This is an optimization exercise on Yosys and OpenROAD, whose aim is small area, not a production implementation. At most, simulation tests tie the RTL to the original design; equivalence was not proved. No activity file was given, so power comes from the tool's default toggle rates.

== v6 ==
==> flow/design.v <==
`timescale 1ns / 1ps
module spi_master (
    input  logic        clk,
    input  logic        rst_n,
    input  logic        start,
    input  logic [7:0]  tx_data,
    output logic [7:0]  rx_bits,    
    output logic        rx_load,    
    output logic        busy,
    output logic        done,
    output logic        sclk,
    output logic        mosi,
    input  logic        miso,
    output logic        cs_n
);
    logic [1:0] st;
    logic [6:0] cnt;
    logic [2:0] bit_cnt;
    logic [6:0] sr;
    wire idle   = ~st[1] & ~st[0];
    wire in_st  = ~st[1] &  st[0];
    wire trans  =  st[1] &  st[0];
    wire sample = trans & (&cnt[5:0]);
    wire fall   = trans & (&cnt[6:4]);
    wire last   = fall & (bit_cnt == 3'd0);
    wire shift  = fall & (bit_cnt != 3'd0);
    wire load   = idle & start;
    assign busy    = st[1] | st[0];
    assign cs_n    = ~st[1];
    assign sclk    = st[1] & cnt[6];
    assign rx_bits = {mosi, sr};
    assign rx_load = st[1] & ~st[0];
    always_ff @(posedge clk or negedge rst_n) begin
        if (!rst_n) begin
            st   <= 2'b00;
            done <= 1'b0;
            mosi <= 1'b0;
        end else begin
            st[1] <= st[0];
            st[0] <= (~st[1] & (st[0] | start)) | (trans & ~last);
            done  <= st[1] & ~st[0];
            if (in_st)      mosi <= sr[0];
            else if (shift) mosi <= sr[6];
        end
    end
    always_ff @(posedge clk) begin
        if (trans & ~fall) cnt <= cnt + 7'd1;
        else               cnt <= 7'd13;
        if (!trans)    bit_cnt <= 3'd7;
        else if (fall) bit_cnt <= bit_cnt - 3'd1;
        if (load)        sr <= {tx_data[6:1], tx_data[7]};
        else if (shift)  sr[6:1] <= sr[5:0];
        else if (sample) sr[0] <= miso;
    end
endmodule
`timescale 1ns / 1ps
module spi_ip #
(
    parameter integer C_S_AXI_DATA_WIDTH = 32,
    parameter integer C_S_AXI_ADDR_WIDTH = 4
)
(
    input  logic                                s_axi_aclk,
    input  logic                                s_axi_aresetn,
    input  logic [C_S_AXI_ADDR_WIDTH-1 : 0]     s_axi_awaddr,
    input  logic [2 : 0]                        s_axi_awprot,
    input  logic                                s_axi_awvalid,
    output logic                                s_axi_awready,
    input  logic [C_S_AXI_DATA_WIDTH-1 : 0]     s_axi_wdata,
    input  logic [(C_S_AXI_DATA_WIDTH/8)-1 : 0] s_axi_wstrb,
    input  logic                                s_axi_wvalid,
    output logic                                s_axi_wready,
    output logic [1 : 0]                        s_axi_bresp,
    output logic                                s_axi_bvalid,
    input  logic                                s_axi_bready,
    input  logic [C_S_AXI_ADDR_WIDTH-1 : 0]     s_axi_araddr,
    input  logic [2 : 0]                        s_axi_arprot,
    input  logic                                s_axi_arvalid,
    output logic                                s_axi_arready,
    output logic [C_S_AXI_DATA_WIDTH-1 : 0]     s_axi_rdata,
    output logic [1 : 0]                        s_axi_rresp,
    output logic                                s_axi_rvalid,
    input  logic                                s_axi_rready,
    output logic                                spi_sclk,
    output logic                                spi_mosi,
    input  logic                                spi_miso,
    output logic                                spi_cs_n
);
    logic [31:0] reg_ctrl;
    logic [31:0] reg_tx;
    logic [7:0]  reg_rx;
    logic axi_ready_w, axi_bvalid, axi_arready, axi_rvalid;
    logic        rd_ctrl, rd_tx;
    logic [7:0]  rd_lo;
    logic [7:0]  rx_bits;
    logic        rx_load, spi_busy, spi_done;
    spi_master u_spi_master (
        .clk     (s_axi_aclk),
        .rst_n   (s_axi_aresetn),
        .start   (reg_ctrl[0]),
        .tx_data (reg_tx[7:0]),
        .rx_bits (rx_bits),
        .rx_load (rx_load),
        .busy    (spi_busy),
        .done    (spi_done),
        .sclk    (spi_sclk),
        .mosi    (spi_mosi),
        .miso    (spi_miso),
        .cs_n    (spi_cs_n)
    );
    assign s_axi_awready = axi_ready_w;
    assign s_axi_wready  = axi_ready_w;
    assign s_axi_bvalid  = axi_bvalid;
    assign s_axi_bresp   = 2'b00;
    assign s_axi_arready = axi_arready;
    assign s_axi_rvalid  = axi_rvalid;
    assign s_axi_rresp   = 2'b00;
    assign s_axi_rdata   = ({32{rd_ctrl}} & reg_ctrl) | ({32{rd_tx}} & reg_tx) | {24'b0, rd_lo};
    wire rstn   = s_axi_aresetn;
    wire wr     = rstn & axi_ready_w;
    wire wr_c   = wr & (s_axi_awaddr[3:2] == 2'b00);
    wire wr_t   = wr & (s_axi_awaddr[3:2] == 2'b10);
    wire keep_c = rstn & ~wr_c;
    wire keep_t = rstn & ~wr_t;
    wire ld_rx  = rstn & rx_load;
    wire keep_rx = rstn & ~rx_load;
    wire cap    = ~axi_rvalid;
    wire cap_st = cap & (s_axi_araddr[3:2] == 2'b01);
    wire cap_rx = cap & (s_axi_araddr[3:2] == 2'b11);
    always_ff @(posedge s_axi_aclk) begin
        reg_ctrl <= ({32{wr_c}} & s_axi_wdata) | ({32{keep_c}} & reg_ctrl);
        reg_tx   <= ({32{wr_t}} & s_axi_wdata) | ({32{keep_t}} & reg_tx);
        reg_rx   <= ({8{ld_rx}} & rx_bits)     | ({8{keep_rx}} & reg_rx);
        axi_ready_w <= rstn & ~axi_ready_w & s_axi_awvalid & s_axi_wvalid;
        axi_bvalid  <= rstn & (axi_ready_w | (axi_bvalid & ~s_axi_bready));
        axi_arready <= rstn & ~axi_arready & s_axi_arvalid;
        axi_rvalid  <= rstn & ((axi_arready & s_axi_arvalid & ~axi_rvalid) |
                               (axi_rvalid & ~s_axi_rready));
        rd_ctrl <= (axi_rvalid & rd_ctrl) | (cap & (s_axi_araddr[3:2] == 2'b00));
        rd_tx   <= (axi_rvalid & rd_tx)   | (cap & (s_axi_araddr[3:2] == 2'b10));
        rd_lo   <= ({8{axi_rvalid}} & rd_lo) | ({8{cap_rx}} & reg_rx) |
                   ({8{cap_st}} & {6'b0, spi_done, spi_busy});
    end
endmodule
Settings: LEC_CHECK=0, CAP_MARGIN=20, CORE_MARGIN=2, CORE_UTILIZATION=40, SLEW_MARGIN=20; clock period 10.0 ns.
run.sh (not shown) runs the stock make flow with config.mk's settings and CLKGATE_MAP_FILE= SYNTH_SCRIPT=/design/flow/synth_recipe.tcl, a recipe that flattens the netlist after the stock synthesis.
The following lists how v7 was set up differently from v6:
- CTS_BUF_LIST newly set to sky130_fd_sc_hd__clkbuf_2 sky130_fd_sc_hd__clkbuf_4 sky130_fd_sc_hd__clkbuf_8
- ABC_AREA newly set to 1
- CORE_UTILIZATION changed from 40 to 70
Worst setup margin: v6 and v7 compared, lower one is v7
Compared with v6, in v7 fmax decreased by about 11% relative to the old numbers, synthesized area per cell decreased by 4.6% relative to the old numbers, total power decreased by about 3.7% relative to the old numbers.
v7 vs v6: total instance count after detailed placement down in v7
Summary of v7 over v6: final instance count without filler cells went down by 52; via count of the routed design has increased.
No functional check of the RTL was part of any run of this note.

Another version of the RTL of spi_ip (not shown whole).
Size: ~370 cells after synthesis, about 110 flip-flops, ~100 I/O pins, ~4100 um2 of cells after synthesis.
clock: 10.0 ns
lec_check: 0
cap_margin: 20
core_margin: 2
core_utilization: 40
slew_margin: 20
standard.sh (not shown) runs the stock make flow with config.mk's settings and CLKGATE_MAP_FILE= SYNTH_SCRIPT=/design/flow/synth_recipe.tcl, a recipe that flattens the netlist after the stock synthesis.
==> flow/flow/run.sh <==
#!/bin/bash
# Standard layout (standard.sh, unchanged synthesis), except that the port
# buffers use the smallest buffer cell and clock tree synthesis adds no
# dummy loads. Each step's full log is under orfs/logs; make's own output
# goes to standard.log.
set -euo pipefail
export BUFFER_PORTS_ARGS="-buffer_cell sky130_fd_sc_hd__buf_1"
export CTS_ARGS="-sink_clustering_enable -repair_clock_nets -dont_use_dummy_load"
bash standard.sh > standard.log 2>&1
Change:
==> flow/flow/run.sh (replaced) <==
#!/bin/bash
# Standard layout, with the port buffers made from the smallest buffer cell.
set -euo pipefail
export BUFFER_PORTS_ARGS="-buffer_cell sky130_fd_sc_hd__buf_1"
bash standard.sh > standard.log 2>&1
The new run ran to the end with no violations.
First-iteration DRC count drops by 19%.
Final cell count is higher by about 1.2%.
Core utilization goes up by 0.75 points.
Worst setup slack loses 0.041 ns.
Total power climbs by 6.9%.
Non-clock buffer count does not change.
Die area is unchanged.

## what the ideal ports hide
The flow's constraints put no driver on any port. The routed layouts listed below were extracted and timed again, unchanged, in two steps. Step 1: set_driving_cell puts a clkbuf_16 on s_axi_aclk and a buf_2 on each other input, an assumption about the parent block. Step 2 times the ports against the registers' clock, not the clock port: input delays grow and output delays shrink by t, the midpoint of the rising clock arrivals with the driver on. Slacks: ideal / step 1 / step 2; pairs: ideal / step 1.
run	t (ns)	setup slack, ns	worst setup path after step 2
v6	0.392	6.065 / 6.033 / 6.013	input to register
v7	0.394	5.574 / 5.542 / 5.453	input to register
the first run of note 2	0.373	6.444 / 6.410 / 6.783	register to output
the second run of note 2	0.383	6.403 / 6.371 / 6.754	register to output
After both steps setup and hold are still met in every run listed. For v7, which loses most, drivers alone change the setup slack by -0.032 ns; drivers and shift together by -0.121 ns.
